Context: an optimization exercise on an open-source flow, tuned for small area, a short achievable clock period and few clock cycles. The choices shown serve that exercise and are no tape-out recipe. Function was not checked in any run shown here: the RTL went through the layout flow alone. Power figures rest on the tool's default switching activity, not on a simulated workload.

File: flow/design.v
`timescale 1ns / 1ps
module cpu_hazard(input wire clk,
           input wire rst,
           input wire enable,
           input wire start,
           output wire d_we,
           output wire [7:0] i_addr,
           output wire [7:0] d_addr,
           input  wire [15:0] i_datain,
           input  wire [15:0] d_datain,
           output wire [15:0] d_dataout,
           output wire busy
    );
    function automatic [7:0] add8(input [7:0] x, input [7:0] y);
      reg [7:0] p, g, t, gg, tt;
      integer d, i;
      begin
        p = x ^ y;
        g = x & y;
        t = x | y;
        gg = g;
        tt = t;
        for (d = 1; d < 8; d = d * 2)
          for (i = 7; i >= d; i = i - 1)
          begin
            if (d == 1 && i == 1)
              gg[1] = g[1] | ((t[1] & x[0]) & y[0]);
            else
              gg[i] = gg[i] | (tt[i] & gg[i - d]);
            tt[i] = tt[i] & tt[i - d];
          end
        add8 = p ^ {gg[6:0], 1'b0};
      end
    endfunction
    function automatic [7:0] inc8(input [7:0] x);
      integer i;
      begin
        for (i = 0; i < 8; i = i + 1)
          inc8[i] = x[i] ^ ((i == 0) ? 1'b1 : &(x | ~((8'd1 << i) - 8'd1)));
      end
    endfunction
    function automatic [15:0] rev16(input [15:0] x);
      integer i;
      for (i = 0; i < 16; i = i + 1) rev16[i] = x[15 - i];
    endfunction
    reg state;
    reg [7:0] pc;
    reg [15:0] gr [0:7];       
    reg [7:0]  vld;            
    reg zf, nf, cf;
    reg [15:0] ex_a;           
    reg [15:0] ex_b;           
    reg [3:0]  ex_sh;          
    reg [2:0]  ex_rd;          
    reg        ex_wr;          
    reg        ex_load;
    reg        ex_store;
    reg        ex_flags;       
    reg        ex_sub;         
    reg        ex_cin;         
    reg        ex_sra;         
    reg        ex_s_add, ex_s_and, ex_s_or, ex_s_xor, ex_s_shr, ex_s_shl;
    assign i_addr = pc;
    assign busy = state;
    wire ex = state & enable;
    wire cin = ex_cin;
    wire [15:0] ap = ex_a ^ ex_b;
    wire [15:0] ag = ex_a & ex_b;
    wire [15:0] ao = ex_a | ex_b;
    reg [15:0] kg, kt;
    integer d, i;
    always @(*)
    begin
      kg = ag;
      kt = ao;
      for (d = 1; d < 16; d = d * 2)
        for (i = 15; i >= d; i = i - 1)
        begin
          kg[i] = kg[i] | (kt[i] & kg[i - d]);
          kt[i] = kt[i] & kt[i - d];
        end
    end
    wire [16:0] carry = {kg | (kt & {16{cin}}), cin};
    wire [15:0] sum = ap ^ carry[15:0];
    wire alu_cf = ex_sub ? ~carry[16] : carry[16];
    wire alu_zf = (ap == {ao[14:0], cin});
    wire alu_nf = sum[15];
    wire [31:0] shr = {{16{ex_sra & ex_a[15]}}, ex_a} >> ex_sh;
    wire [15:0] wd = ({16{ex_s_add}} & sum) | ({16{ex_s_and}} & ag) | ({16{ex_s_or}} & ao)
                   | ({16{ex_s_xor}} & ap) | ({16{ex_s_shr}} & shr[15:0])
                   | ({16{ex_s_shl}} & rev16(shr[15:0])) | ({16{ex_load}} & d_datain);
    assign d_addr = add8(ex_a[7:0], {4'b0, ex_sh});
    assign d_dataout = ex_b;
    assign d_we = ex_store;
    wire zf_n = ex_flags ? alu_zf : zf;
    wire nf_n = ex_flags ? alu_nf : nf;
    wire cf_n = ex_flags ? alu_cf : cf;
    always @(posedge clk or negedge rst)
    begin
      if (!rst)
      begin
        zf <= 1'b0;
        nf <= 1'b0;
        cf <= 1'b0;
      end
      else
      begin
        zf <= zf_n;
        nf <= nf_n;
        cf <= cf_n;
      end
    end
    always @(posedge clk)
    begin
      if (ex_wr)
        gr[ex_rd] <= wd;
    end
    always @(posedge clk or negedge rst)
    begin
      if (!rst) vld <= 8'b0;
      else if (ex_wr) vld[ex_rd] <= 1'b1;
    end
    wire [4:0] op = i_datain[15:11];
    wire [2:0] rd = i_datain[10:8];
    wire [2:0] r1 = i_datain[6:4];
    wire [2:0] r2 = i_datain[2:0];
    wire [7:0] imm8 = i_datain[7:0];
    wire [3:0] imm4 = i_datain[3:0];
    wire op_halt  = (op == 5'b00001);
    wire op_load  = (op == 5'b00010);
    wire op_store = (op == 5'b00011);
    wire op_shl   = (op == 5'b00100) || (op == 5'b00101);
    wire op_srl   = (op == 5'b00110);
    wire op_sra   = (op == 5'b00111);
    wire op_and   = (op == 5'b01101);
    wire op_or    = (op == 5'b01110);
    wire op_xor   = (op == 5'b01111);
    wire op_ldih  = (op == 5'b10000);
    wire op_imm   = (op == 5'b01001) || (op == 5'b01011);
    wire op_sub   = (op == 5'b01010) || (op == 5'b01011) || (op == 5'b01100) || (op == 5'b10010);
    wire op_addc  = (op == 5'b10001);
    wire op_subc  = (op == 5'b10010);
    wire op_jump  = (op == 5'b11000);
    wire op_br    = (op[4:3] == 2'b11) && !op_jump;   
    wire op_arith = (op == 5'b01000) || (op == 5'b01001) || (op == 5'b01010) || (op == 5'b01011) || (op == 5'b01100)
                 || (op == 5'b10000) || (op == 5'b10001) || (op == 5'b10010);
    wire wr_reg   = op_load || op_shl || op_srl || op_sra || op_and || op_or || op_xor
                 || (op_arith && op != 5'b01100);
    wire a_is_rd  = op_imm || op_ldih;
    wire [15:0] g_rd = gr[rd] & {16{vld[rd]}};
    wire [15:0] v_rd = (ex_wr && ex_rd == rd) ? wd : g_rd;
    wire [15:0] v_r1 = (ex_wr && ex_rd == r1) ? wd : (gr[r1] & {16{vld[r1]}});
    wire [15:0] v_r2 = (ex_wr && ex_rd == r2) ? wd : (gr[r2] & {16{vld[r2]}});
    wire br_stall = op_br && ex_wr && (ex_rd == rd);
    wire [7:0] target;
    cpu_add8 u_target(.x(g_rd[7:0]), .y(imm8), .s(target));
    wire taken = (op == 5'b11001) || ((op == 5'b11010) && zf_n) || ((op == 5'b11011) && !zf_n)
              || ((op == 5'b11100) && nf_n) || ((op == 5'b11101) && !nf_n)
              || ((op == 5'b11110) && cf_n) || ((op == 5'b11111) && !cf_n);
    wire go = ex && !br_stall;      
    always @(posedge clk or negedge rst)
    begin
      if (!rst) state <= 1'b0;
      else if (!state) state <= enable & start;
      else state <= enable & ~op_halt;
    end
    always @(posedge clk or negedge rst)
    begin
      if (!rst) pc <= 8'b0;
      else if (go)
      begin
        if (op_jump) pc <= imm8;
        else if (taken) pc <= target;
        else if (!op_halt) pc <= inc8(pc);
      end
    end
    always @(posedge clk or negedge rst)
    begin
      if (!rst)
      begin
        ex_wr <= 1'b0;
        ex_load <= 1'b0;
        ex_store <= 1'b0;
        ex_flags <= 1'b0;
      end
      else
      begin
        ex_wr <= go && wr_reg;
        ex_load <= go && op_load;
        ex_store <= go && op_store;
        ex_flags <= go && op_arith;
      end
    end
    always @(posedge clk)
    begin
      ex_rd <= rd;
      ex_sub <= op_sub;
      ex_cin <= op_sub ? ~(op_subc & cf_n) : (op_addc & cf_n);
      ex_sra <= op_sra;
      ex_s_add <= op_arith;
      ex_s_and <= op_and;
      ex_s_or <= op_or;
      ex_s_xor <= op_xor;
      ex_s_shr <= op_srl || op_sra;
      ex_s_shl <= op_shl;
      ex_sh <= imm4;
      ex_a <= a_is_rd ? v_rd : op_shl ? rev16(v_r1) : v_r1;
      ex_b <= {16{op_sub}} ^ (op_ldih ? {imm8, 8'b0} : op_imm ? {8'b0, imm8} : op_store ? v_rd : v_r2);
    end
endmodule
module cpu_add8(input wire [7:0] x, input wire [7:0] y, output wire [7:0] s);
  function automatic [7:0] add8(input [7:0] x, input [7:0] y);
    reg [7:0] p, g, t, gg, tt;
    integer d, i;
    begin
    p = x ^ y;
    g = x & y;
    t = x | y;
    gg = g;
    tt = t;
    for (d = 1; d < 8; d = d * 2)
      for (i = 7; i >= d; i = i - 1)
      begin
      if (d == 1 && i == 1)
        gg[1] = g[1] | ((t[1] & x[0]) & y[0]);
      else
        gg[i] = gg[i] | (tt[i] & gg[i - d]);
      tt[i] = tt[i] & tt[i - d];
      end
    add8 = p ^ {gg[6:0], 1'b0};
    end
  endfunction
  assign s = add8(x, y);
endmodule
File: flow/run.sh
#!/bin/bash
# synth_recipe.tcl (not shown) runs the flow's synth.tcl, then flattens the netlist and writes it again
# the make line also repeats each setting of config.mk as NAME=value (left out here)
make -C /OpenROAD-flow-scripts/flow DESIGN_CONFIG=/design/flow/config.mk WORK_HOME=/design/flow/orfs CLKGATE_MAP_FILE= SYNTH_SCRIPT=/design/flow/synth_recipe.tcl finish
File: flow/config.mk
export PLATFORM = sky130hd
export DESIGN_NAME = cpu_hazard
export DESIGN_NICKNAME = cpu_hazard
export VERILOG_FILES = /design/flow/design.v
export SDC_FILE = /design/flow/constraint.sdc
export NUM_CORES = 4
export LEC_CHECK = 0
export CAP_MARGIN = 20
export CORE_MARGIN = 2
export CORE_UTILIZATION = 40
export SETUP_SLACK_MARGIN = 2.5
export SLEW_MARGIN = 20
export SYNTH_HIERARCHICAL = 1
export SYNTH_MINIMUM_KEEP_SIZE = 0
File: flow/constraint.sdc
create_clock -name core_clock -period 6.0 [get_ports {clk}]
set_input_delay 1.2000 -clock core_clock [delete_from_list [all_inputs] [get_ports {clk}]]
set_output_delay 1.2000 -clock core_clock [all_outputs]
set_load 0.01 [all_outputs]
==> summary.txt, run 1 <==
- Row count: 69
- Unrepaired setup endpoints after global routing: yes
- Total placed cells including tap cells: 1785
- Classification of the worst setup path: flop to primary output
- Tot GR Track Use: 24.3%
- Post-layout total power: between 4 and 5 mW
- Most frequent cell on the critical path: sky130_fd_sc_hd__nor2_1
- Largest buffer count on any clock path: 2
- Die boundary height: 194 µm
- Outcome: timing/DRC/antenna clean
- Vias: 11500
- Wire length of the first global-routing pass: 69.6 mm
- Tightest Pin Transition: 1.05 ns
- Depth of the most critical reg-to-reg path: 10
- Clock net sink count: 200
- Part of the cycle the worst path needs: between 50 and 60%
- P per Cell Area: 273 nW/µm²
- TritonRoute pass-1 iters: 5
- Largest stage delay on the critical path: 0.41 ns
- Overall overflow remaining after global route: 0
- Residual DRC count: 0
- CP Cell Sequence: clkinvlp_4, ha_2, inv_2, a31oi_2, nor2_1, nor2_1, nor2_1, nor2_1, or3_1, xnor2_1, buf_2
- Timing-limited maximum frequency: 292 MHz
- Fin. Hold Viols: 0
- Syn Inst Count: 1317
- Post-DRT Antenna Nets: 0
- Most used flip-flop cell after synthesis: sky130_fd_sc_hd__edfxtp_1
- Maximum number of pins on one net before global-route repair: 25
- Post-DP HPWL: 34.0 mm
- Final count of pins violating max slew: 0
- Top post-synthesis cells by area: sky130_fd_sc_hd__edfxtp_1 27%, sky130_fd_sc_hd__mux4_2 18%, sky130_fd_sc_hd__dfxtp_1 6.7%
- Average wire length per cell after detail routing: 25.4 µm
- Clock latency (worst-skew pair): 0.45 ns
- Hold buffers post-CTS: 0
- Placement Setup Slack: 1.35 ns
- Clock tree skew after final layout: 0.0188 ns
- Share of flip-flops with an asynchronous set or reset after synthesis: 12.0%
- Worst setup SP type: flop
- Die Area: around 38000 µm²
- Crit. End Element: primary output
- Max-Cap Viols: 0
- Total number of yosys warnings: 8
- Number of instances on the worst hold path: 1
- Post-route non-filler standard cell count: 1838
- Initial antenna violation count: 0
- Clock period minus worst slack: 3.43 ns
- Clock buffer count from CTS: 17
- Commonest cells post-synth: 128 x sky130_fd_sc_hd__edfxtp_1, 117 x sky130_fd_sc_hd__mux4_2, 98 x sky130_fd_sc_hd__nand2_1
- Data required time of the worst path: 4.80 ns
- Most frequently used cell type in the post-synthesis netlist: sky130_fd_sc_hd__edfxtp_1
- Sequential fraction of the synthesis area: 37.4%
- Post-synthesis cell area: 14400 µm²
- Area leader, netlist: sky130_fd_sc_hd__edfxtp_1
- Synthesized net count: roughly 1400
- Drt via density: approximately 6.2
- Number of top-level pins: 70
- TritonCTS clock tree: built
- Routability-driven placement congestion ratio: ~0.95
- Critical path data arrival time: 2.23 ns
- Number of antenna diodes: 0
- Count of buffers from port buffering: 69
- Worst-case setup margin in the final layout: 2.57 ns
- Top cell type's share of synthesized area: 26.6%
- Share of final-layout standard cells stronger than drive strength 1: 22.2%
- Post-layout util: 46.8%
- Layout-stage area growth over the synthesis result: 15.2%
- Setup TNS: 0 ns
- Number of storage elements in the synthesis netlist: 200
- DRC marker count from the first detailed-route iteration: 1083
- Leakage power: 6.07 nW
- Routed wire length: 46.6 mm
- Worst IR drop on VDD: roughly 0.21 mV
- Root Buffer: sky130_fd_sc_hd__clkbuf_16
- Standard cell with the maximum stage delay on the critical path: sky130_fd_sc_hd__dfxtp_4
- Number of global-route vias before repair: 11200
- Area of the placeable core: roughly 36000 µm²
- Count of endpoints failing setup in the final report: 0
- Initial core utilization: 40.6%
- Avg Inst Size Synth: 11.0 µm²
- Min-Delay Path Class: flop to flop
- Netlist cell types: 80
- Number of nets in the final layout: 1461
- Rel. slew slack: 30.1%
- Critical path peak fanout: 4
- Clk pin slew, worst setup/hold paths: about 0.080 ns
- Die width: 194 µm
- H-Tree Level Count: 4
- Count of flip-flops with a built-in enable after synthesis: 128
[where the power goes]
part	internal (mW)	total, mW	switching, mW
logic	0.702	1.59	0.891
clock network	0.627	1.19	0.566
registers	1.60	1.76	0.161
[cells by family (layout without fill, tap and decap cells)]
| kind of cell | Yosys count | count (layout) | share of synthesized area, % |
|---|---|---|---|
| AO/OA/AOI/OAI | 307 | 307 | 14.4 |
| XOR/XNOR | 60 | 60 | 3.64 |
| adder cells (fa/ha/maj) | 61 | 61 | 5.33 |
| buffers and inverters | 176 | 236 | 4.77 |
| flip-flops | 200 | 200 | 37.4 |
| multiplexers | 201 | 201 | 24.1 |
| AND/OR/NAND/NOR | 312 | 312 | 10.4 |
[placed cells by master (no fill, tap or decap), drive strengths merged, types with 6 or more instances in the layout]
cell and instances:
clkdlybuf4s50 51, nor3 21, o21ai 84, o211ai 17
buf 54, or3 11, nor4 12, clkinv 6
mux4 117, xnor2 51, nor2 87, o2bb2ai 6
a221oi 13, a31o 6, inv 87, clkbuf 26
a31oi 10, a22oi 13, dfrtp 24, ha 60
nand4 8, nand2 98, xor2 9, dfxtp 48
edfxtp 128, nand3 10, o31ai 10, o22ai 16
a21oi 64, a221o 8, nor2b 15, nand2b 16
o2111ai 6, mux2i 79, or2 6
[layout make-up]
class / count / area, µm²
Multi-Input combinational cell: 941 / 8620
Fill cell: 3268 / 18900
Inverter: 85 / 332
Tap cell: 461 / 577
Sequential cell: 200 / 5430
Timing Repair Buffer: 119 / 1090
Clock buffer: 18 / 429
Clock inverter: 14 / 166
[modules after synthesis, one instance, submodules excluded]
module,flops+latches,copies in the design,cells inside
cpu_add8,0,1,70
cpu_hazard,200,1,1247
[per-layer routing]
layer  part of all wire, %  up-vias  routed length (µm)  track usage (%)
met2                    48      533               22100             39.9
met3                   7.6       86                3530             4.14
met1                    41     5723               19100             32.0
met5                     0        -                   0                0
met4                   4.0        0                1870             9.76
li1                      -     5142                   -                -
[sequential cells by signal (all words and copies together), names as in the netlist, 3 cells and up]
name   cells
ex_b      16
ex_a      16
gr       128
ex_sh      4
pc         8
vld        8
ex_rd      3
[timing repair]
item / in CTS / in global routing
pin swaps: 0 / 9
setup endpoints to repair: 83 / 46
buffers inserted: 6 / 13
resized for setup: 50 / 70
gates cloned: 0 / 1
[through the flow]
stage / hold WS [ns] / area (µm²)
floorplan: 0.464 / 14500
global placement: 0.492 / 15600
detailed placement: 0.507 / 15600
CTS: 0.524 / 16400
global route: 0.563 / 16600
finish: 0.522 / 16600
[critical path, delay by kind of cell (launching register included)]
family / cells / cell delay, ns
adder cells (fa/ha/maj): 1 / 0.19
AO/OA/AOI/OAI: 1 / 0.11
flip-flops: 1 / 0.41
XOR/XNOR: 1 / 0.15
buffers and inverters: 3 / 0.31
AND/OR/NAND/NOR: 5 / 0.61
[worst paths after layout]
path	start	end	slack, ns
setup / recovery	ex_a[1]	d_addr[6]	2.57
hold / removal	vld[5]	vld[5]	0.52
setup reg to reg	ex_a[0]	pc[6]	2.57
hold reg to reg	vld[5]	vld[5]	0.52
max in group asynchronous	rst	nf	4.62
min in group asynchronous	rst	vld[4]	1.12
==> inputs of run 2 (changes only) <==
--- a/flow/design.v
+++ b/flow/design.v
@@ -152,8 +152,7 @@
     wire [15:0] v_r1 = (ex_wr && ex_rd == r1) ? wd : (gr[r1] & {16{vld[r1]}});
     wire [15:0] v_r2 = (ex_wr && ex_rd == r2) ? wd : (gr[r2] & {16{vld[r2]}});
     wire br_stall = op_br && ex_wr && (ex_rd == rd);
-    wire [7:0] target;
-    cpu_add8 u_target(.x(g_rd[7:0]), .y(imm8), .s(target));
+    wire [7:0] target = add8(g_rd[7:0], imm8);
     wire taken = (op == 5'b11001) || ((op == 5'b11010) && zf_n) || ((op == 5'b11011) && !zf_n)
               || ((op == 5'b11100) && nf_n) || ((op == 5'b11101) && !nf_n)
               || ((op == 5'b11110) && cf_n) || ((op == 5'b11111) && !cf_n);
@@ -208,27 +207,3 @@
       ex_b <= {16{op_sub}} ^ (op_ldih ? {imm8, 8'b0} : op_imm ? {8'b0, imm8} : op_store ? v_rd : v_r2);
     end
 endmodule
-module cpu_add8(input wire [7:0] x, input wire [7:0] y, output wire [7:0] s);
-  function automatic [7:0] add8(input [7:0] x, input [7:0] y);
-    reg [7:0] p, g, t, gg, tt;
-    integer d, i;
-    begin
-    p = x ^ y;
-    g = x & y;
-    t = x | y;
-    gg = g;
-    tt = t;
-    for (d = 1; d < 8; d = d * 2)
-      for (i = 7; i >= d; i = i - 1)
-      begin
-      if (d == 1 && i == 1)
-        gg[1] = g[1] | ((t[1] & x[0]) & y[0]);
-      else
-        gg[i] = gg[i] | (tt[i] & gg[i - d]);
-      tt[i] = tt[i] & tt[i - d];
-      end
-    add8 = p ^ {gg[6:0], 1'b0};
-    end
-  endfunction
-  assign s = add8(x, y);
-endmodule
--- a/flow/config.mk
+++ b/flow/config.mk
@@ -10,5 +10,3 @@
 export CORE_UTILIZATION = 40
 export SETUP_SLACK_MARGIN = 2.5
 export SLEW_MARGIN = 20
-export SYNTH_HIERARCHICAL = 1
-export SYNTH_MINIMUM_KEEP_SIZE = 0
==> run 2 against run 1 <==
Against the previous run: maximum frequency grew 0.46%; clock power about the same; register-to-register slack gained 0.02 ns; wire length rose by 3.9%; worst setup slack better by 0.016 ns; combinational power about the same; first-iteration DRC count increased by 6.4%; critical path depth unchanged; core utilization increased by 0.27 points; still clean on timing, DRC and antenna.
==> summary.txt, run 2 <==
- Leading cell type in the layout, fill and taps excluded: sky130_fd_sc_hd__edfxtp_1
- Most used flip-flop cell after synthesis: sky130_fd_sc_hd__edfxtp_1
- TritonCTS clock tree: built
- Vias: 11700 (+1.6%)
- Die width: 194 µm (about the same)
- Clk pin slew, worst setup/hold paths: 0.08 ns (about the same)
- Clock tree skew after final layout: 0.0191 ns (+0.000364 ns)
- Overall overflow remaining after global route: 0 (unchanged)
- Initial core utilization: 40.7% (+0.060 points)
- Netlist cell types: 83 (+3.8%)
- Number of nets in the final layout: 1492 (+2.1%)
- Final count of pins violating max slew: 0 (unchanged)
- Share of total power consumed by net switching: 36.2% (+0.61 points)
- P per Cell Area: 270 nW/µm² (-1.2%)
- Design internal power: 2.89 mW (-1.5%)
- Classification of the worst setup path: flop to flop
- Post-DRT Antenna Nets: 0 (unchanged)
- Number of filler cells placed in the layout: 3326 (+1.8%)
- Min-Delay Path Class: flop to flop
- Fin. Hold Viols: 0 (unchanged)
- Routed wire length: 48.4 mm (+3.9%)
- Depth of the most critical reg-to-reg path: 11 (+1)
- Tot GR Track Use: 25.4% (+1.1 points)
- Max-Cap Viols: 0 (unchanged)
- Share of total power in sequential cells: 38.6% (-0.2 points)
- Post-synthesis cell area: 14500 µm² (+0.15%)
- Count of flip-flops with a built-in enable after synthesis: 128 (unchanged)
- Count of buffers from port buffering: 69 (unchanged)
- Area of all sequential standard cells: 5430 µm² (about the same)
- TritonRoute pass-1 iters: 5 (unchanged)
- Last element of the critical path: ex_a[2]
- Top flop regs: gr: 128 flops, ex_a: 16 flops, ex_b: 16 flops
- DRC marker count from the first detailed-route iteration: 1152 (+6.4%)
- Startpoint of the worst register-to-register path: ex_a[11]
- Number of flip-flops in the largest register: 128 (unchanged)
- Rel. slew slack: 45.2% (+15 points)
- Routability-driven placement congestion ratio: 0.954 (+0.40%)
- Critical path peak fanout: 6 (+2)
- Crit. End Element: flop
- Initial antenna violation count: 0 (unchanged)
- Largest buffer count on any clock path: 2 (unchanged)
- Number of top-level pins: 70 (unchanged)
- Multi-input logic area: 8600 µm² (-0.29%)
- Power spent charging and discharging nets: 1.64 mW (+1.1%)
- Average wire length per cell after detail routing: 25.9 µm (+2.1%)
- Clock latency (worst-skew pair): 0.46 ns (about the same)
- Most frequent cells in the layout: 128 x sky130_fd_sc_hd__edfxtp_1, 127 x sky130_fd_sc_hd__nand2_1, 114 x sky130_fd_sc_hd__mux4_2
- Timing-limited maximum frequency: 293 MHz (+0.46%)
- Part of the cycle the worst path needs: 56.8% (-0.26 points)
- Top post-synthesis cells by area: sky130_fd_sc_hd__edfxtp_1 27%, sky130_fd_sc_hd__mux4_2 18%, sky130_fd_sc_hd__dfxtp_1 6.6%
- Commonest cells post-synth: 129 x sky130_fd_sc_hd__nand2_1, 128 x sky130_fd_sc_hd__edfxtp_1, 114 x sky130_fd_sc_hd__mux4_2
- Worst IR drop on VDD: 0.205 mV (-2.9%)
- Worst setup SP type: flop
- Number of global-route vias before repair: 11400 (+1.6%)
- Critical path startpoint: ex_a[11]
- Leakage power: 6.11 nW (+0.66%)
- Unrepaired setup endpoints after global routing: yes
- Hold buffers post-CTS: 0 (unchanged)
- Residual DRC count: 0 (unchanged)
- Most flops, register: gr
- Root Buffer: sky130_fd_sc_hd__clkbuf_16
- Die boundary height: 194 µm (about the same)
- Critical path data arrival time: 3.71 ns (+1.48 ns)
- Number of storage elements in the synthesis netlist: 200 (unchanged)
- Synthesized net count: 1437 (+1.6%)
- Area leader, netlist: sky130_fd_sc_hd__edfxtp_1
- Setup TNS: 0 ns (unchanged)
- Total placed cells including tap cells: 1805 (+1.1%)
- Post-route non-filler standard cell count: 1870 (+1.7%)
- Share of flip-flops with an asynchronous set or reset after synthesis: 12.0% (unchanged)
- Clock buffer count from CTS: 17 (unchanged)
- Post-DP HPWL: 35.9 mm (+5.4%)
- Avg Inst Size Synth: 10.8 µm² (-1.6%)
- Die Area: 37700 µm² (+0.14%)
- Clock net sink count: 200 (unchanged)
- Drt via density: 6.24 (-0.10%)
- Data required time of the worst path: 6.30 ns (+1.50 ns)
- Count of endpoints failing setup in the final report: 0 (unchanged)
- R2R setup slack: 2.59 ns (+0.02 ns)
- Wire length of the first global-routing pass: 72.3 mm (+3.9%)
- Syn Inst Count: 1340 (+1.7%)
- Area of the placeable core: 35600 µm² (unchanged)
- Outcome: timing/DRC/antenna clean
- Tightest Pin Transition: 0.820 ns (-0.228 ns)
- Top cell type's share of synthesized area: 26.6% (-0.039 points)
- H-Tree Level Count: 4 (unchanged)
- Share of final-layout standard cells stronger than drive strength 1: 22.4% (+0.15 points)
- Destination of the worst register-to-register timing path: ex_a[2]
- Clock period minus worst slack: 3.41 ns (-0.0157 ns)
- Portion of total power attributed to the clock network: 26.3% (about the same)
- Sequential fraction of the synthesis area: 37.4% (-0.055 points)
- Maximum number of pins on one net before global-route repair: 38 (+52%)
- Combinational share of power: 35.0% (about the same)
- Most frequently used cell type in the post-synthesis netlist: sky130_fd_sc_hd__nand2_1
- Layout-stage area growth over the synthesis result: 15.7%
- Row count: 69 (unchanged)
- Total number of yosys warnings: 1 (-7)
run 2: cell count changes after synthesis, sizes merged, moves of 9 or more:
cell	change
nand2	+31
nand3	+13
nor3	+9
mux2i	-25
o21ai	-12
a21o	+12
nor2	-11
run 2: area by class of cell:
class	instances	area share, %
Clock inverter	15	1.14
Clock buffer	17	2.54
Sequential cell	200	32.4
Tap cell	461	3.45
Antenna cell	1	0.0149
Inverter	85	2.04
Timing Repair Buffer	128	7.02
Multi-Input combinational cell	963	51.4
run 2: worst min-delay path by stage:
stage          startpoint      to  depth (start not counted)
2_1_floorplan      vld[2]  vld[2]                          1
3_3_place_gp       vld[1]  vld[1]                          1
3_5_place_dp           zf      zf                          2
4_1_cts            vld[1]  vld[1]                          1
5_1_grt            vld[1]  vld[1]                          1
6_report           vld[1]  vld[1]                          1
run 2: logic make-up (layout without fill, tap and decap cells):
family,count (synthesis),after routing,synth area share (%)
compound gates,321,321,15.2
simple gates,342,342,11.0
mux,174,174,22.2
buf+inv,177,245,5.00
fa+ha+maj,61,61,5.33
other cells,0,1,0
xor+xnor,65,65,3.93
flops,200,200,37.4
run 2: metrics by stage:
stage | util (%) | setup slack (ns) | hold WS, ns | area (µm²) | total power [mW]
detailed placement | 43.7 | 1.32 | 0.493 | 15500 | 3.25
global placement | 43.7 | 1.34 | 0.492 | 15600 | 3.26
CTS | 46.1 | 2.40 | 0.514 | 16400 | 4.47
finish | 47.1 | 2.59 | 0.515 | 16700 | 4.52
global route | 47.1 | 2.40 | 0.540 | 16700 | 4.72
floorplan | - | 2.48 | 0.455 | 14600 | 2.70
run 2: repair_timing:
item                                    CTS  global route
endpoints found under the hold margin     0             0
gates resized for setup                  52            63
buffers inserted                         13            18
endpoints found under the setup margin   52            36
pin swaps                                 2            11
run 2: critical path, stage by stage, from the launching register on:
cell and delay (ns):
sky130_fd_sc_hd__dfxtp_1 0.55, sky130_fd_sc_hd__inv_1 0.10, sky130_fd_sc_hd__ha_1 0.32, sky130_fd_sc_hd__nor4_4 0.48, sky130_fd_sc_hd__nand2_1 0.11, sky130_fd_sc_hd__a31o_2 0.27
sky130_fd_sc_hd__a31oi_1 0.27, sky130_fd_sc_hd__mux2i_1 0.26, sky130_fd_sc_hd__a21oi_2 0.15, sky130_fd_sc_hd__o22ai_1 0.26, sky130_fd_sc_hd__mux2i_1 0.11, sky130_fd_sc_hd__o21ai_0 0.38
run 2: layer usage:
metal  global-route usage (%)  wire, µm  part of all wire [%]
met3                     3.72      3310                   6.8
met1                     32.7     19600                    40
met4                     8.84      1560                   3.2
met2                     43.7     23900                    49
met5                        0         0                     0
run 2: power by group through the flow:
stage / Combinational, mW / Sequential [mW] / Clock [mW]
2_1_floorplan: 0.976 / 1.72 / 0
3_3_place_gp: 1.47 / 1.78 / 0
3_5_place_dp: 1.47 / 1.78 / 0
4_1_cts: 1.52 / 1.75 / 1.21
5_1_grt: 1.70 / 1.76 / 1.26
6_report: 1.58 / 1.75 / 1.19
==> inputs of run 3 (changes only) <==
--- a/flow/config.mk
+++ b/flow/config.mk
@@ -8,5 +8,5 @@
 export CAP_MARGIN = 20
 export CORE_MARGIN = 2
 export CORE_UTILIZATION = 40
-export SETUP_SLACK_MARGIN = 2.5
+export SETUP_SLACK_MARGIN = 3.5
 export SLEW_MARGIN = 20
==> run 3 against run 2 <==
Against the previous run: still clean; flip-flop and latch count unchanged; maximum frequency up 3.1%; final area is 17% higher; worst setup slack improved by 0.10 ns; global-route usage grew 2.1 points; register-to-register slack better by 0.17 ns; critical endpoint is now d_addr[6]; largest cell class unchanged; largest power group is now combinational logic.
==> summary.txt, run 3 <==
- Outcome: timing/DRC/antenna clean
- Worst setup SP type: flop
- Largest stage delay on the critical path: 0.40 ns (-0.15 ns)
- Die width: 194 µm (unchanged)
- Count of endpoints failing setup in the final report: 0 (unchanged)
- Routability-driven placement congestion ratio: 0.943 (-1.1%)
- Clock period minus worst slack: 3.31 ns (-0.101 ns)
- Post-DRT Antenna Nets: 0 (unchanged)
- H-Tree Level Count: 4 (unchanged)
- Number of global-route vias before repair: 12600 (+9.9%)
- Post-route design area: 19500 µm² (+17%)
- Initial core utilization: 40.7% (unchanged)
- Sequential fraction of the synthesis area: 37.4% (unchanged)
- Number of flip-flops in the largest register: 128 (unchanged)
- Critical path data arrival time: 2.11 ns (-1.60 ns)
- Crit. End Element: primary output
- Final count of pins violating max slew: 0 (unchanged)
- Largest buffer count on any clock path: 2 (unchanged)
- Wire length of the first global-routing pass: 78.3 mm (+8.3%)
- Most used flip-flop cell after synthesis: sky130_fd_sc_hd__edfxtp_1
- Total number of yosys warnings: 1 (unchanged)
- Area leader, netlist: sky130_fd_sc_hd__edfxtp_1
- Worst-case hold path end point: vld[7]
- TritonCTS clock tree: built
- Routed wire length: 52.9 mm (+9.3%)
- Number of filler cells placed in the layout: 3018 (-9.3%)
- Fin. Hold Viols: 0 (unchanged)
- Row count: 69 (unchanged)
- Top post-synthesis cells by area: sky130_fd_sc_hd__edfxtp_1 27%, sky130_fd_sc_hd__mux4_2 18%, sky130_fd_sc_hd__dfxtp_1 6.6%
- Commonest cells post-synth: 129 x sky130_fd_sc_hd__nand2_1, 128 x sky130_fd_sc_hd__edfxtp_1, 114 x sky130_fd_sc_hd__mux4_2
- DRC marker count from the first detailed-route iteration: 1554 (+35%)
- Part of the cycle the worst path needs: 55.1% (-1.7 points)
- Timing-limited maximum frequency: 302 MHz (+3.1%)
- CP Cell Sequence: inv_4, ha_4, inv_4, a31oi_4, nor2_1, nor2_1, nor2_1, nor2_2, or3_4, xnor2_2, buf_2
- Clock net sink count: 200 (unchanged)
- Hold buffers post-CTS: 0 (unchanged)
- Startpoint of the worst register-to-register path: ex_a[1]
- Die Area: 37700 µm² (unchanged)
- Leakage power: 7.23 nW (+18%)
- Start point of the worst min-delay path: vld[7]
- Placement Cell Area: 15700 µm² (+1.1%)
- Top cell type's share of synthesized area: 26.6% (unchanged)
- Residual DRC count: 0 (unchanged)
- Share of flip-flops with an asynchronous set or reset after synthesis: 12.0% (unchanged)
- Max-Cap Viols: 0 (unchanged)
- Area of the placeable core: 35600 µm² (unchanged)
- Clock buffer count from CTS: 17 (unchanged)
- Destination of the worst register-to-register timing path: ex_a[15]
- TritonRoute pass-1 iters: 6 (+1)
- Data required time of the worst path: 4.80 ns (-1.50 ns)
- Depth of the most critical reg-to-reg path: 13 (+2)
- Number of storage elements in the synthesis netlist: 200 (unchanged)
- Multi-input logic area: 9950 µm² (+16%)
- Die boundary height: 194 µm (unchanged)
- Tot GR Track Use: 27.5% (+2.1 points)
- Avg Inst Size Synth: 10.8 µm² (unchanged)
- Min-Delay Path Class: flop to flop
- Share of final-layout standard cells stronger than drive strength 1: 41.9% (+20 points)
- Number of nets in the final layout: 1620 (+8.6%)
- Setup TNS: 0 ns (unchanged)
- Standard cell with the maximum stage delay on the critical path: sky130_fd_sc_hd__dfxtp_4
- R2R setup slack: 2.76 ns (+0.17 ns)
- Number of antenna diodes: 0 (-1)
- Synthesized net count: 1437 (unchanged)
- Unrepaired setup endpoints after global routing: yes
- Overall overflow remaining after global route: 0 (unchanged)
- Rel. slew slack: 40.3% (-5.0 points)
- Tightest Pin Transition: 0.893 ns (+0.0723 ns)
- Classification of the worst setup path: flop to primary output
- Most frequent cells in the layout: 128 x sky130_fd_sc_hd__edfxtp_1, 124 x sky130_fd_sc_hd__nand2_1, 117 x sky130_fd_sc_hd__buf_4
- Netlist cell types: 83 (unchanged)
- Layout-stage area growth over the synthesis result: 35.0%
- Clock latency (worst-skew pair): 0.46 ns (about the same)
- Most frequent cell on the critical path: sky130_fd_sc_hd__nor2_1
- Most frequently used cell type in the post-synthesis netlist: sky130_fd_sc_hd__nand2_1
- Post-DP HPWL: 36.2 mm (+0.80%)
- Worst IR drop on VDD: 0.247 mV (+21%)
- Clk pin slew, worst setup/hold paths: 0.08 ns (about the same)
- P per Cell Area: 262 nW/µm² (-3.0%)
- Clock tree skew after final layout: 0.0157 ns (-0.00345 ns)
- Root Buffer: sky130_fd_sc_hd__clkbuf_16
- Maximum number of pins on one net before global-route repair: 25 (-34%)
- Average wire length per cell after detail routing: 26.5 µm (+2.3%)
- Count of flip-flops with a built-in enable after synthesis: 128 (unchanged)
- Number of instances on the worst hold path: 1 (unchanged)
- Most flops, register: gr
- Critical path peak fanout: 4 (-2)
- Initial antenna violation count: 1 (+1)
- Number of top-level pins: 70 (unchanged)
- Top flop regs: gr: 128 flops, ex_a: 16 flops, ex_b: 16 flops
- Area of all sequential standard cells: 5490 µm² (+1.2%)
- Post-synthesis cell area: 14500 µm² (unchanged)
- Drt via density: 6.37 (+2.1%)
- Leading cell type in the layout, fill and taps excluded: sky130_fd_sc_hd__edfxtp_1
- Vias: 12700 (+9.0%)
- Syn Inst Count: 1340 (unchanged)
- Count of buffers from port buffering: 69 (unchanged)
-- run 3: cell counts after synthesis --
No cell type changed its count.
-- run 3: power by group --
part           switching (mW)  total (mW)  internal (mW)
Clock                   0.600        1.21          0.613
Combinational            1.15        2.16           1.00
Sequential              0.142        1.75           1.61
-- run 3: area by class of cell --
class,count,share of cell area [%]
clock buffer,17,2.18
clock inverter,15,1.09
multi-input combinational,963,50.9
inverter,85,1.86
timing repair buffer,256,12.9
tap,461,2.95
sequential,200,28.1
-- run 3: per-stage QoR --
step                hold slack [ns]  setup WS [ns]  power (mW)  std cells  utilization [%]
floorplan                     0.455           2.48        2.75       1340                -
global placement              0.488           1.69        3.28       1801             44.2
detailed placement            0.489           1.63        3.28       1801             44.2
CTS                           0.507           2.68        4.93       1962             53.2
global route                  0.532           2.58        5.32       1997             54.9
finish                        0.514           2.69        5.12       1997             54.9
-- run 3: how the worst max path moves through the flow --
stage | cells past startpoint | to | start | slack, ns
finish | 11 | d_addr[6] | ex_a[1] | 2.69
global placement | 13 | pc[7] | i_datain[8] | 1.69
floorplan | 16 | pc[6] | i_datain[10] | 2.48
CTS | 11 | d_addr[6] | ex_a[1] | 2.68
detailed placement | 13 | pc[7] | i_datain[8] | 1.63
global route | 17 | pc[7] | i_datain[10] | 2.58
-- run 3: repair_timing --
action | 4_1_cts | 5_1_grt
gates resized for setup | 472 | 85
pin swaps | 107 | 72
setup buffers | 127 | 35
cloned | 2 | 0
endpoints found under the setup margin | 212 | 180
-- run 3: logic make-up after synthesis --
| group | synth area share (%) |
|---|---|
| xor+xnor | 3.93 |
| buf+inv | 5.00 |
| flops | 37.4 |
| mux | 22.2 |
| fa+ha+maj | 5.33 |
| compound gates | 15.2 |
| simple gates | 11.0 |
-- run 3: routing by layer --
metal | track usage, % | share of wire [%] | routed length, µm | vias to the layer above
li1 | - | - | - | 5470
met1 | 36.1 | 40 | 21000 | 6342
met2 | 45.1 | 48 | 25200 | 740
met3 | 4.16 | 7.7 | 4100 | 176
met4 | 12.4 | 4.8 | 2570 | 0
met5 | 0 | 0 | 0 | -
-- run 3: worst max-delay path: cells and delay by family, from the launching register on --
| kind | cells | cell delay, ns |
|---|---|---|
| simple gates | 5 | 0.64 |
| fa+ha+maj | 1 | 0.15 |
| buf+inv | 3 | 0.24 |
| xor+xnor | 1 | 0.14 |
| flops | 1 | 0.40 |
| compound gates | 1 | 0.08 |
==> inputs of run 4 (changes only) <==
--- a/flow/config.mk
+++ b/flow/config.mk
@@ -8,5 +8,5 @@
 export CAP_MARGIN = 20
 export CORE_MARGIN = 2
 export CORE_UTILIZATION = 40
-export SETUP_SLACK_MARGIN = 3.5
+export SETUP_SLACK_MARGIN = 3.0
 export SLEW_MARGIN = 20
==> run 4 against run 3 <==
Against the previous run: flip-flop and latch count stayed put; non-clock buffer count is 66 lower; critical path type is now input pin to flop; synthesized cell count stayed put; critical endpoint is now pc[5]; still clean; first-iteration DRC count is 17% lower; maximum frequency is 1.7% lower; via count is 4.6% lower; clock-buffer cell count is 1 higher; critical path depth is 6 higher; clock skew is 0.0040 ns lower; wire length is 4.0% lower.
==> summary.txt, run 4 <==
- Die Area: 37700 µm² (unchanged)
- Wire length of the first global-routing pass: 76.0 mm (-3.0%)
- Top flop regs: gr: 128 flops, ex_a: 16 flops, ex_b: 16 flops
- Tightest Pin Transition: 0.730 ns (-0.163 ns)
- Number of global-route vias before repair: 11800 (-5.7%)
- Share of total power in sequential cells: 36.8% (+2.6 points)
- TritonCTS clock tree: built
- Startpoint of the worst register-to-register path: ex_sh[1]
- Count of buffers from port buffering: 69 (unchanged)
- Initial antenna violation count: 0 (-1)
- Number of nets in the final layout: 1554 (-4.1%)
- Setup TNS: 0 ns (unchanged)
- Residual DRC count: 0 (unchanged)
- Post-route non-filler standard cell count: 1931 (-3.3%)
- Portion of total power attributed to the clock network: 23.7% (about the same)
- Overall overflow remaining after global route: 0 (unchanged)
- Worst setup SP type: input pin
- Die boundary height: 194 µm (unchanged)
- Rel. slew slack: 51.3% (+11 points)
- Clock tree skew after final layout: 0.0117 ns (-0.00395 ns)
- Destination of the worst register-to-register timing path: ex_b[4]
- Clock period minus worst slack: 3.36 ns (+0.0564 ns)
- Synthesized net count: 1437 (unchanged)
- Number of storage elements in the synthesis netlist: 200 (unchanged)
- Leakage power: 6.61 nW (-8.6%)
- Classification of the worst setup path: input pin to flop
- Critical path data arrival time: 3.73 ns (+1.62 ns)
- Top cell type's share of synthesized area: 26.6% (unchanged)
- Tot GR Track Use: 26.5% (-0.94 points)
- Number of top-level pins: 70 (unchanged)
- Fin. Hold Viols: 0 (unchanged)
- Depth of the most critical reg-to-reg path: 13 (unchanged)
- Hold buffers post-CTS: 0 (unchanged)
- Area leader, netlist: sky130_fd_sc_hd__edfxtp_1
- Post-synthesis cell area: 14500 µm² (unchanged)
- Post-layout util: 51.1% (-3.9 points)
- Timing-limited maximum frequency: 297 MHz (-1.7%)
- Commonest cells post-synth: 129 x sky130_fd_sc_hd__nand2_1, 128 x sky130_fd_sc_hd__edfxtp_1, 114 x sky130_fd_sc_hd__mux4_2
- Sequential fraction of the synthesis area: 37.4% (unchanged)
- Min-Delay Path Class: flop to flop
- Start point of the worst min-delay path: zf
- Design internal power: 3.03 mW (-6.2%)
- Combinational share of power: 39.5% (-2.6 points)
- Total number of yosys warnings: 1 (unchanged)
- Outcome: timing/DRC/antenna clean
- Worst IR drop on VDD: 0.290 mV (+17%)
- Netlist cell types: 83 (unchanged)
- Crit. End Element: flop
- Post-route design area: 18200 µm² (-7.1%)
- Number of instances on the worst hold path: 2 (+1)
- Most used flip-flop cell after synthesis: sky130_fd_sc_hd__edfxtp_1
- P per Cell Area: 263 nW/µm² (+0.46%)
- Drt via density: 6.29 (-1.3%)
- Most frequently used cell type in the post-synthesis netlist: sky130_fd_sc_hd__nand2_1
- DRC marker count from the first detailed-route iteration: 1285 (-17%)
- Part of the cycle the worst path needs: 56.1% (+0.94 points)
- Share of final-layout standard cells stronger than drive strength 1: 34.2% (-7.7 points)
- Count of endpoints failing setup in the final report: 0 (unchanged)
- Initial core utilization: 40.7% (unchanged)
- Routed wire length: 50.8 mm (-4.0%)
- TritonRoute pass-1 iters: 6 (unchanged)
- Area of the placeable core: 35600 µm² (unchanged)
- Die width: 194 µm (unchanged)
- Placement Cell Area: 15600 µm² (-1.0%)
- Critical path peak fanout: 6 (+2)
- Share of total power consumed by net switching: 36.7% (-0.30 points)
- Post-DP HPWL: 36.0 mm (-0.38%)
- Top post-synthesis cells by area: sky130_fd_sc_hd__edfxtp_1 27%, sky130_fd_sc_hd__mux4_2 18%, sky130_fd_sc_hd__dfxtp_1 6.6%
- Number of filler cells placed in the layout: 3140 (+4.0%)
- Number of flip-flops in the largest register: 128 (unchanged)
- Power spent charging and discharging nets: 1.75 mW (-7.4%)
- Maximum number of pins on one net before global-route repair: 38 (+52%)
- Final count of pins violating max slew: 0 (unchanged)
- Vias: 12100 (-4.6%)
- Most flops, register: gr
- Layout-stage area growth over the synthesis result: 25.5%
- Most frequent cells in the layout: 128 x sky130_fd_sc_hd__edfxtp_1, 125 x sky130_fd_sc_hd__nand2_1, 114 x sky130_fd_sc_hd__mux4_2
- Clk pin slew, worst setup/hold paths: 0.07 ns (about the same)
- H-Tree Level Count: 4 (unchanged)
- Worst-case hold path end point: zf
- Number of antenna diodes: 0 (unchanged)
- Row count: 69 (unchanged)
- Leading cell type in the layout, fill and taps excluded: sky130_fd_sc_hd__edfxtp_1
- Unrepaired setup endpoints after global routing: yes
- Share of flip-flops with an asynchronous set or reset after synthesis: 12.0% (unchanged)
- Post-DRT Antenna Nets: 0 (unchanged)
- R2R setup slack: 2.96 ns (+0.20 ns)
- Total placed cells including tap cells: 1806 (+0.28%)
- Average wire length per cell after detail routing: 26.3 µm (-0.72%)
- Largest buffer count on any clock path: 2 (unchanged)
- Clock buffer count from CTS: 17 (unchanged)
- Clock latency (worst-skew pair): 0.46 ns (about the same)
- Avg Inst Size Synth: 10.8 µm² (unchanged)
- Root Buffer: sky130_fd_sc_hd__clkbuf_16
- Syn Inst Count: 1340 (unchanged)
- Max-Cap Viols: 0 (unchanged)
- Count of flip-flops with a built-in enable after synthesis: 128 (unchanged)
- Data required time of the worst path: 6.36 ns (+1.56 ns)
- Clock net sink count: 200 (unchanged)
- Routability-driven placement congestion ratio: 0.970 (+2.9%)
## run 4: repair_timing
item,CTS,global route
cloned,3,0
resized for setup,224,143
setup endpoints to repair,166,61
pin swaps,43,67
setup buffers,46,44
## run 4: layer usage
layer	vias to the layer above	part of all wire (%)	GRT usage (%)
met2	521	49	44.1
met1	6156	40	34.4
met5	-	0	0
met3	113	6.8	4.31
met4	0	4.2	11.4
li1	5352	-	-
## run 4: critical path: stages
cell                       delay [ns]
sky130_fd_sc_hd__buf_8           0.08
sky130_fd_sc_hd__buf_12          0.10
sky130_fd_sc_hd__mux4_2          0.49
sky130_fd_sc_hd__mux2i_1         0.14
sky130_fd_sc_hd__buf_4           0.19
sky130_fd_sc_hd__buf_6           0.11
sky130_fd_sc_hd__nor2_4          0.04
sky130_fd_sc_hd__ha_4            0.17
sky130_fd_sc_hd__nor2b_4         0.11
sky130_fd_sc_hd__o21a_1          0.19
sky130_fd_sc_hd__o21bai_1        0.13
sky130_fd_sc_hd__a21oi_1         0.09
sky130_fd_sc_hd__nor2_1          0.18
sky130_fd_sc_hd__buf_4           0.15
sky130_fd_sc_hd__xnor2_2         0.12
sky130_fd_sc_hd__a21oi_2         0.04
sky130_fd_sc_hd__o31ai_1         0.19
## run 4: final cells by class
type                    count  area (µm²)  area share (%)
multi-input cells         963        9370            51.6
flip-flops and latches    200        5470            30.1
repair buffers            190        1820            10.0
well taps                 461         577            3.18
clock buffers              18         429            2.36
inverters                  85         350            1.93
clock inverters            14         144           0.792
## run 4: metrics by stage
step                setup WS (ns)  total power [mW]  hold slack, ns
global route                 2.55              4.99           0.548
detailed placement           1.34              3.27           0.489
global placement             1.36              3.26           0.494
floorplan                    2.48              2.70           0.455
CTS                          2.63              4.59           0.514
finish                       2.64              4.78           0.512
## run 4: worst max-delay path by stage
| stage | start | end | slack [ns] | cells past startpoint |
|---|---|---|---|---|
| CTS | ex_a[1] | d_addr[6] | 2.63 | 11 |
| global route | i_datain[10] | pc[5] | 2.55 | 17 |
| floorplan | i_datain[10] | pc[6] | 2.48 | 16 |
| detailed placement | i_datain[10] | pc[7] | 1.34 | 16 |
| finish | i_datain[10] | pc[5] | 2.64 | 17 |
| global placement | i_datain[10] | pc[7] | 1.36 | 16 |
## run 4: power groups by stage
| stage | clock network [mW] | logic (mW) | registers [mW] |
|---|---|---|---|
| final | 1.14 | 1.89 | 1.76 |
| after global routing | 1.21 | 2.01 | 1.77 |
| after detailed placement | 0 | 1.48 | 1.78 |
| after floorplan | 0 | 0.981 | 1.72 |
| after CTS | 1.16 | 1.68 | 1.75 |
| after global placement | 0 | 1.48 | 1.78 |
## run 4: logic make-up (layout without fill, tap and decap cells)
logic type | count (synthesis) | count (layout) | share of synthesized area (%)
buf+inv | 177 | 307 | 5.00
fa+ha+maj | 61 | 61 | 5.33
xor+xnor | 65 | 65 | 3.93
flops | 200 | 200 | 37.4
simple gates | 342 | 342 | 11.0
mux | 174 | 174 | 22.2
compound gates | 321 | 321 | 15.2
==> inputs of run 5 (changes only) <==
--- a/flow/config.mk
+++ b/flow/config.mk
@@ -8,5 +8,4 @@
 export CAP_MARGIN = 20
 export CORE_MARGIN = 2
 export CORE_UTILIZATION = 40
-export SETUP_SLACK_MARGIN = 3.0
 export SLEW_MARGIN = 20
==> run 5 against run 4 <==
Against the previous run: worst hold slack worse by 0.0020 ns; still clean on timing, DRC and antenna; die area unchanged; highest routed layer unchanged; maximum frequency down 25%; combinational power down 22%.
==> summary.txt, run 5 <==
- Worst IR drop on VDD: 0.307 mV (+5.7%)
- Share of flip-flops with an asynchronous set or reset after synthesis: 12.0% (unchanged)
- Post-synthesis cell area: 14500 µm² (unchanged)
- Setup TNS: 0 ns (unchanged)
- Netlist cell types: 83 (unchanged)
- Outcome: timing/DRC/antenna clean
- Clock tree skew after final layout: 0.0151 ns (+0.00335 ns)
- Portion of total power attributed to the clock network: 26.4% (+2.7 points)
- Largest buffer count on any clock path: 2 (unchanged)
- Commonest cells post-synth: 129 x sky130_fd_sc_hd__nand2_1, 128 x sky130_fd_sc_hd__edfxtp_1, 114 x sky130_fd_sc_hd__mux4_2
- Fin. Hold Viols: 0 (unchanged)
- Top post-synthesis cells by area: sky130_fd_sc_hd__edfxtp_1 27%, sky130_fd_sc_hd__mux4_2 18%, sky130_fd_sc_hd__dfxtp_1 6.6%
- Final count of pins violating max slew: 0 (unchanged)
- Count of flip-flops with a built-in enable after synthesis: 128 (unchanged)
- Sequential fraction of the synthesis area: 37.4% (unchanged)
- Tot GR Track Use: 24.8% (-1.8 points)
- P per Cell Area: 272 nW/µm² (+3.4%)
- Vias: 11400 (-6.2%)
- Row count: 69 (unchanged)
- Data required time of the worst path: 6.36 ns (about the same)
- Critical path data arrival time: 4.87 ns (+1.14 ns)
- TritonCTS clock tree: built
- Area of the placeable core: 35600 µm² (unchanged)
- Number of nets in the final layout: 1461 (-6.0%)
- Die boundary height: 194 µm (unchanged)
- Share of final-layout standard cells stronger than drive strength 1: 15.8% (-18 points)
- Rel. slew slack: 25.5% (-26 points)
- Most used flip-flop cell after synthesis: sky130_fd_sc_hd__edfxtp_1
- Max-Cap Viols: 0 (unchanged)
- Avg Inst Size Synth: 10.8 µm² (unchanged)
- Clk pin slew, worst setup/hold paths: 0.07 ns (about the same)
- Average wire length per cell after detail routing: 25.5 µm (-3.1%)
- Initial antenna violation count: 0 (unchanged)
- Synthesized net count: 1437 (unchanged)
- Top cell type's share of synthesized area: 26.6% (unchanged)
- Hold buffers post-CTS: 0 (unchanged)
- Most flops, register: gr
- Routability-driven placement congestion ratio: 0.947 (-2.4%)
- Tightest Pin Transition: 1.11 ns (+0.383 ns)
- Design internal power: 2.82 mW (-7.0%)
- DRC marker count from the first detailed-route iteration: 936 (-27%)
- Area leader, netlist: sky130_fd_sc_hd__edfxtp_1
- Most frequent cells in the layout: 129 x sky130_fd_sc_hd__nand2_1, 128 x sky130_fd_sc_hd__edfxtp_1, 114 x sky130_fd_sc_hd__mux4_2
- Total number of yosys warnings: 1 (unchanged)
- Unrepaired setup endpoints after global routing: no
- Critical path peak fanout: 12 (+6)
- Number of global-route vias before repair: 11100 (-6.5%)
- Top flop regs: gr: 128 flops, ex_a: 16 flops, ex_b: 16 flops
- Maximum number of pins on one net before global-route repair: 38 (unchanged)
- Post-DP HPWL: 35.7 mm (-0.95%)
- Count of buffers added by post-CTS timing repair for setup: 0 (-100%)
- Number of storage elements in the synthesis netlist: 200 (unchanged)
- Classification of the worst setup path: input pin to flop
- Power spent charging and discharging nets: 1.57 mW (-11%)
- Overall overflow remaining after global route: 0 (unchanged)
- Number of antenna diodes: 0 (unchanged)
- Total placed cells including tap cells: 1806 (unchanged)
- Residual DRC count: 0 (unchanged)
- Die width: 194 µm (unchanged)
- H-Tree Level Count: 4 (unchanged)
- Combinational share of power: 33.6% (-5.9 points)
- Number of instances resized during post-cts repair: 0 (-100%)
- Routed wire length: 46.9 mm (-7.7%)
- Min-Delay Path Class: flop to flop
- Root Buffer: sky130_fd_sc_hd__clkbuf_16
- Share of total power in sequential cells: 40.0% (+3.2 points)
- Number of top-level pins: 70 (unchanged)
- Crit. End Element: flop
- Leakage power: 5.87 nW (-11%)
- Drt via density: 6.20 (-1.4%)
- Initial core utilization: 40.7% (unchanged)
- Timing-limited maximum frequency: 222 MHz (-25%)
- Clock period minus worst slack: 4.51 ns (+1.14 ns)
- Clock buffer count from CTS: 17 (unchanged)
- TritonRoute pass-1 iters: 6 (unchanged)
- Most frequently used cell type in the post-synthesis netlist: sky130_fd_sc_hd__nand2_1
- Clock latency (worst-skew pair): 0.46 ns (about the same)
- Part of the cycle the worst path needs: 75.1% (+19 points)
- Worst setup SP type: input pin
- Wire length of the first global-routing pass: 71.0 mm (-6.5%)
- Share of total power consumed by net switching: 35.8% (-0.89 points)
- Layout-stage area growth over the synthesis result: 11.3%
- Syn Inst Count: 1340 (unchanged)
- Number of flip-flops in the largest register: 128 (unchanged)
- Post-route non-filler standard cell count: 1838 (-4.8%)
- Post-DRT Antenna Nets: 0 (unchanged)
- Clock net sink count: 200 (unchanged)
- Die Area: 37700 µm² (unchanged)
- Leading cell type in the layout, fill and taps excluded: sky130_fd_sc_hd__nand2_1
- Count of endpoints failing setup in the final report: 0 (unchanged)
- Count of buffers from port buffering: 69 (unchanged)
run 5: worst paths after layout:
kind | startpoint | to | slack [ns] | depth (start not counted)
worst min-delay path | vld[2] | vld[2] | 0.51 | 1
min in group asynchronous | rst | vld[4] | 1.11 | 2
max in group asynchronous | rst | state | 4.63 | 2
worst min register to register | vld[2] | vld[2] | 0.51 | 1
worst max-delay path | i_datain[10] | pc[7] | 1.49 | 15
worst max register to register | ex_b[1] | ex_b[10] | 1.94 | 10
run 5: through the flow:
step | instance area, µm² | setup slack, ns | hold WS, ns | util, % | power [mW]
after floorplan | 14500 | 2.05 | 0.455 | - | 2.68
after global placement | 15500 | 0.993 | 0.477 | 43.6 | 3.23
after detailed placement | 15500 | 1.00 | 0.490 | 43.6 | 3.23
after CTS | 16100 | 1.50 | 0.506 | 45.3 | 4.39
after global routing | 16100 | 1.22 | 0.544 | 45.3 | 4.58
final | 16100 | 1.49 | 0.510 | 45.3 | 4.39
run 5: cells by family (layout without fill, tap and decap cells):
family                     after synthesis  in the layout  synth area share [%]
AOI/OAI and AO/OA                      321            321                  15.2
xor gates and xnor gates                65             65                  3.93
adders and majority gates               61             61                  5.33
buffers and inverters                  177            214                  5.00
DFF                                    200            200                  37.4
muxes                                  174            174                  22.2
and+or+nand+nor                        342            342                  11.0
run 5: critical path, stage by stage:
cell                              delay (ns)
sky130_fd_sc_hd__clkdlybuf4s50_1        0.45
sky130_fd_sc_hd__buf_4                  0.23
sky130_fd_sc_hd__mux4_2                 0.52
sky130_fd_sc_hd__mux2i_1                0.66
sky130_fd_sc_hd__nor2_1                 0.25
sky130_fd_sc_hd__ha_1                   0.27
sky130_fd_sc_hd__nor2b_1                0.13
sky130_fd_sc_hd__o21a_1                 0.18
sky130_fd_sc_hd__o21bai_1               0.13
sky130_fd_sc_hd__a21oi_1                0.08
sky130_fd_sc_hd__nor2_1                 0.16
sky130_fd_sc_hd__o31ai_1                0.10
sky130_fd_sc_hd__xnor2_1                0.18
sky130_fd_sc_hd__a21oi_1                0.06
sky130_fd_sc_hd__o31ai_1                0.24
run 5: layout make-up:
| cell class | count | area, µm² |
|---|---|---|
| fillers | 3325 | 19500 |
| clock buffers | 18 | 429 |
| well taps | 461 | 577 |
| inverters | 85 | 319 |
| flip-flops and latches | 200 | 5410 |
| multi-input cells | 963 | 8350 |
| repair buffers | 97 | 871 |
| clock inverters | 14 | 156 |
run 5: power by group through the flow:
stage | sequential [mW] | combinational, mW | clock [mW]
finish | 1.75 | 1.47 | 1.16
global route | 1.77 | 1.58 | 1.23
CTS | 1.75 | 1.46 | 1.18
detailed placement | 1.78 | 1.45 | 0
global placement | 1.78 | 1.45 | 0
floorplan | 1.72 | 0.964 | 0
run 5: routing by layer:
metal | share of wire (%) | global-route usage [%] | up-vias | routed length [µm]
met3 | 7.2 | 3.39 | 81 | 3390
met4 | 3.9 | 10.3 | 0 | 1820
met2 | 48 | 40.8 | 522 | 22400
met1 | 41 | 33.1 | 5632 | 19300
met5 | 0 | 0 | - | 0
li1 | - | - | 5157 | -
==> inputs of run 6 (changes only) <==
--- a/flow/design.v
+++ b/flow/design.v
@@ -51,6 +51,7 @@
     reg [15:0] ex_a;           
     reg [15:0] ex_b;           
     reg [3:0]  ex_sh;          
+    reg [7:0]  ex_addr;        
     reg [2:0]  ex_rd;          
     reg        ex_wr;          
     reg        ex_load;
@@ -89,7 +90,7 @@
     wire [15:0] wd = ({16{ex_s_add}} & sum) | ({16{ex_s_and}} & ag) | ({16{ex_s_or}} & ao)
                    | ({16{ex_s_xor}} & ap) | ({16{ex_s_shr}} & shr[15:0])
                    | ({16{ex_s_shl}} & rev16(shr[15:0])) | ({16{ex_load}} & d_datain);
-    assign d_addr = add8(ex_a[7:0], {4'b0, ex_sh});
+    assign d_addr = ex_addr;
     assign d_dataout = ex_b;
     assign d_we = ex_store;
     wire zf_n = ex_flags ? alu_zf : zf;
@@ -203,6 +204,7 @@
       ex_s_shr <= op_srl || op_sra;
       ex_s_shl <= op_shl;
       ex_sh <= imm4;
+      ex_addr <= add8(v_r1[7:0], {4'b0, imm4});
       ex_a <= a_is_rd ? v_rd : op_shl ? rev16(v_r1) : v_r1;
       ex_b <= {16{op_sub}} ^ (op_ldih ? {imm8, 8'b0} : op_imm ? {8'b0, imm8} : op_store ? v_rd : v_r2);
     end
--- a/flow/config.mk
+++ b/flow/config.mk
@@ -8,4 +8,5 @@
 export CAP_MARGIN = 20
 export CORE_MARGIN = 2
 export CORE_UTILIZATION = 40
+export SETUP_SLACK_MARGIN = 2.5
 export SLEW_MARGIN = 20
==> run 6 against run 5 <==
Against the previous run: largest power group unchanged; worst setup slack improved by 0.95 ns; sequential power increased by 3%; critical endpoint is now ex_b[15]; critical path depth decreased by 3; clock-buffer cell count increased by 21; power increased by 9.9%; highest routed layer unchanged; global-route usage decreased by 1.0 points; final area increased by 6.5%; register-to-register slack improved by 0.50 ns.
==> summary.txt, run 6 <==
- Outcome: timing/DRC/antenna clean
- Worst IR drop on VDD: 0.238 mV (-22%)
- Vias: 11500 (+0.89%)
- Die boundary height: 194 µm (about the same)
- Clock buffer count from CTS: 24 (+7)
- Syn Inst Count: 1292 (-3.6%)
- Rel. slew slack: 33.2% (+7.7 points)
- Top cell type's share of synthesized area: 26.6% (+0.032 points)
- Commonest cells post-synth: 128 x sky130_fd_sc_hd__edfxtp_1, 117 x sky130_fd_sc_hd__mux4_2, 102 x sky130_fd_sc_hd__nand2_1
- Initial core utilization: 40.6% (-0.049 points)
- Number of storage elements in the synthesis netlist: 208 (+4.0%)
- Fin. Hold Viols: 0 (unchanged)
- Row count: 69 (unchanged)
- CP Buf/Inv Count: 1 (-1)
- Timing-limited maximum frequency: 281 MHz (+27%)
- R2R setup slack: 2.44 ns (+0.50 ns)
- Die width: 194 µm (about the same)
- Post-DRT Antenna Nets: 0 (unchanged)
- Clk pin slew, worst setup/hold paths: 0.06 ns (about the same)
- Maximum number of pins on one net before global-route repair: 35 (-7.9%)
- DRC marker count from the first detailed-route iteration: 1151 (+23%)
- Clock net sink count: 208 (+4.0%)
- Number of top-level pins: 70 (unchanged)
- Tot GR Track Use: 23.7% (-1.0 points)
- Share of final-layout standard cells stronger than drive strength 1: 24.9% (+9.1 points)
- Post-synthesis cell area: 14500 µm² (-0.12%)
- Synthesized net count: 1387 (-3.5%)
- Most used flip-flop cell after synthesis: sky130_fd_sc_hd__edfxtp_1
- Count of endpoints failing setup in the final report: 0 (unchanged)
- Share of flip-flops with an asynchronous set or reset after synthesis: 11.5% (-0.46 points)
- Multi-input logic area: 8540 µm² (+2.2%)
- Number of nets in the final layout: 1463 (+0.14%)
- TritonCTS clock tree: built
- Routed wire length: 45.9 mm (-2.2%)
- H-Tree Level Count: 1 (-3)
- Most frequent cells in the layout: 128 x sky130_fd_sc_hd__edfxtp_1, 117 x sky130_fd_sc_hd__mux4_2, 101 x sky130_fd_sc_hd__nand2_1
- Total number of yosys warnings: 1 (unchanged)
- Most flops, register: gr
- Critical path data arrival time: 4.01 ns (-0.86 ns)
- Residual DRC count: 0 (unchanged)
- Part of the cycle the worst path needs: 59.3% (-16 points)
- Average wire length per cell after detail routing: 24.8 µm (-2.6%)
- P per Cell Area: 281 nW/µm² (+3.3%)
- Min-Delay Path Class: flop to flop
- Clock period minus worst slack: 3.56 ns (-0.948 ns)
- Layout-stage area growth over the synthesis result: 18.7%
- Overall overflow remaining after global route: 0 (unchanged)
- Top flop regs: gr: 128 flops, ex_a: 16 flops, ex_b: 16 flops
- Post-DP HPWL: 33.4 mm (-6.4%)
- Worst setup SP type: flop
- Most frequently used cell type in the post-synthesis netlist: sky130_fd_sc_hd__edfxtp_1
- Largest stage delay on the critical path: 0.55 ns (-0.11 ns)
- Routability-driven placement congestion ratio: 0.961 (+1.5%)
- Top post-synthesis cells by area: sky130_fd_sc_hd__edfxtp_1 27%, sky130_fd_sc_hd__mux4_2 18%, sky130_fd_sc_hd__dfxtp_1 7.8%
- Final count of pins violating max slew: 0 (unchanged)
- Area leader, netlist: sky130_fd_sc_hd__edfxtp_1
- Crit. End Element: flop
- Count of buffers from port buffering: 69 (unchanged)
- Data required time of the worst path: 6.45 ns (+0.09 ns)
- Placement Cell Area: 15500 µm² (+0.14%)
- Root Buffer: sky130_fd_sc_hd__clkbuf_16
- Sequential fraction of the synthesis area: 38.5% (+1.2 points)
- Leakage power: 6.44 nW (+9.6%)
- Count of flip-flops with a built-in enable after synthesis: 128 (unchanged)
- Unrepaired setup endpoints after global routing: yes
- Wire length of the first global-routing pass: 69.1 mm (-2.7%)
- Clock latency (worst-skew pair): 0.55 ns (+0.09 ns)
- Tightest Pin Transition: 0.992 ns (-0.121 ns)
- Classification of the worst setup path: flop to flop
- Area of all sequential standard cells: 5600 µm² (+3.7%)
- TritonRoute pass-1 iters: 5 (-1)
- Number of global-route vias before repair: 11300 (+1.9%)
- Post-route design area: 17200 µm² (+6.5%)
- Number of antenna diodes: 0 (unchanged)
- Critical path peak fanout: 5 (-7)
- CP Cell Sequence: inv_1, ha_4, or4_4, or3_4, a2111oi_4, nor2_1, or3b_4, xnor2_4, o21ai_4, a21oi_4, a211oi_4, mux2i_1
- Max-Cap Viols: 0 (unchanged)
- Netlist cell types: 87 (+4.8%)
- Largest buffer count on any clock path: 3 (+1)
- Clock tree skew after final layout: 0.0233 ns (+0.00823 ns)
- Standard cell with the maximum stage delay on the critical path: sky130_fd_sc_hd__or4_4
- Die Area: 37700 µm² (-0.12%)
- Number of flip-flops in the largest register: 128 (unchanged)
- Post-layout total power: 4.82 mW (+9.9%)
- Number of filler cells placed in the layout: 3235 (-2.7%)
- Top Family by Delay on Critical Path: simple AND/OR/NAND/NOR gates
- Avg Inst Size Synth: 11.2 µm² (+3.6%)
- Leading cell type in the layout, fill and taps excluded: sky130_fd_sc_hd__edfxtp_1
- Area of the placeable core: 35600 µm² (unchanged)
- Drt via density: 6.22 (+0.39%)
- Setup TNS: 0 ns (unchanged)
- Initial antenna violation count: 0 (unchanged)
-- run 6: changes by cell type in the layout (fill, tap and decap cells not counted), sizes merged, moves of 7 or more --
cell           change
buf               +39
nand2             -26
clkbuf            +21
mux2i             +16
xnor2             -13
a21oi             +10
nand3              -9
nor3               -9
dfxtp              +8
nor2b              -8
clkdlybuf4s50      -7
o221ai             +7
o31ai              -7
-- run 6: worst reg2reg max path, delay by kind of cell, from the launching register on --
kind                       cells  cell delay (ns)
and+or+nand+nor                4             1.34
AOI/OAI and AO/OA              4             1.21
muxes                          1             0.25
buffers and inverters          1             0.06
xor gates and xnor gates       1             0.09
adders and majority gates      1             0.18
DFF                            1             0.36
-- run 6: per-layer routing --
layer | GRT usage, % | vias to the layer above | wire (µm)
li1 | - | 5102 | -
met1 | 32.0 | 5674 | 18500
met2 | 39.1 | 580 | 21600
met3 | 2.75 | 137 | 3590
met4 | 9.68 | 0 | 2180
met5 | 0 | - | 0
-- run 6: worst paths after layout --
check / startpoint / cells past startpoint / to
max: ex_b[11] / 12 / ex_b[15]
min: zf / 2 / zf
max reg2reg: ex_b[11] / 12 / ex_b[15]
min reg2reg: zf / 2 / zf
max in group asynchronous: rst / 2 / ex_wr
min in group asynchronous: rst / 2 / vld[5]
-- run 6: where the power goes --
part / internal, mW / switching [mW] / leakage, nW / total [mW]
Combinational: 0.700 / 0.836 / 4.08 / 1.54
Sequential: 1.66 / 0.144 / 1.96 / 1.81
Clock: 0.886 / 0.596 / 0.403 / 1.48
-- run 6: what timing repair did --
action,in CTS,in global routing
hold buffers,0,0
pin swaps,9,24
gates resized for setup,42,85
setup endpoints to repair,49,33
buffers inserted,15,23
-- run 6: stage by stage --
stage                     cells  hold WS [ns]  setup slack (ns)  util, %
after floorplan            1292         0.433              2.45        -
after global placement     1765         0.456              1.44     43.7
after detailed placement   1765         0.456              1.39     43.7
after CTS                  1824         0.475              2.37     46.7
after global routing       1847         0.521              2.38     48.2
final                      1847         0.467              2.44     48.2
-- run 6: kinds of logic after synthesis --
family	share of synthesized area, %
multiplexers	23.5
XOR/XNOR	3.39
AND/OR/NAND/NOR	9.96
flip-flops	38.5
buffers and inverters	5.26
adder cells (fa/ha/maj)	5.16
AO/OA/AOI/OAI	14.2
-- run 6: final cells by class --
| class | instances | share of cell area [%] |
|---|---|---|
| multi-input combinational | 904 | 49.8 |
| sequential | 208 | 32.7 |
| timing repair buffer | 136 | 7.22 |
| clock buffer | 39 | 4.49 |
| tap | 461 | 3.36 |
| inverter | 94 | 2.12 |
| clock inverter | 5 | 0.372 |

==> afterwards: timing with drivers on the ports <==
The results above use ideal ports. As a check the final layouts listed here were re-extracted and re-timed, cells and wires unchanged. Step 1: set_driving_cell puts a clkbuf_16 on clk and a buf_2 on each other input, an assumption about the parent block. Step 2 moves the port delays by t, midway between the first and last clock arrival at a register: inputs arrive t later, outputs are due t later. That takes back most of the time a late clock gives input paths. Slacks: no drivers / after step 1 / after step 2; pairs: no drivers / after step 1.
run	t (ns)	setup slack, ns	hold WS [ns]	pins driven straight from the clock port
run 1	0.492	2.575 / 2.521 / 2.123	0.522 / 0.522 / 0.522	1
run 2	0.499	2.591 / 2.562 / 2.070	0.515 / 0.515 / 0.515	1
run 3	0.500	2.692 / 2.642 / 2.189	0.514 / 0.514 / 0.514	1
run 4	0.503	2.635 / 2.629 / 2.126	0.512 / 0.512 / 0.512	1
run 5	0.498	1.492 / 1.512 / 1.014	0.510 / 0.510 / 0.510	1
run 6	0.586	2.440 / 2.440 / 2.041	0.467 / 0.467 / 0.467	1
After both steps setup and hold are still met in every run listed. The setup slack of run 2, which loses most, moves by -0.029 ns with the drivers and by -0.521 ns with both steps.
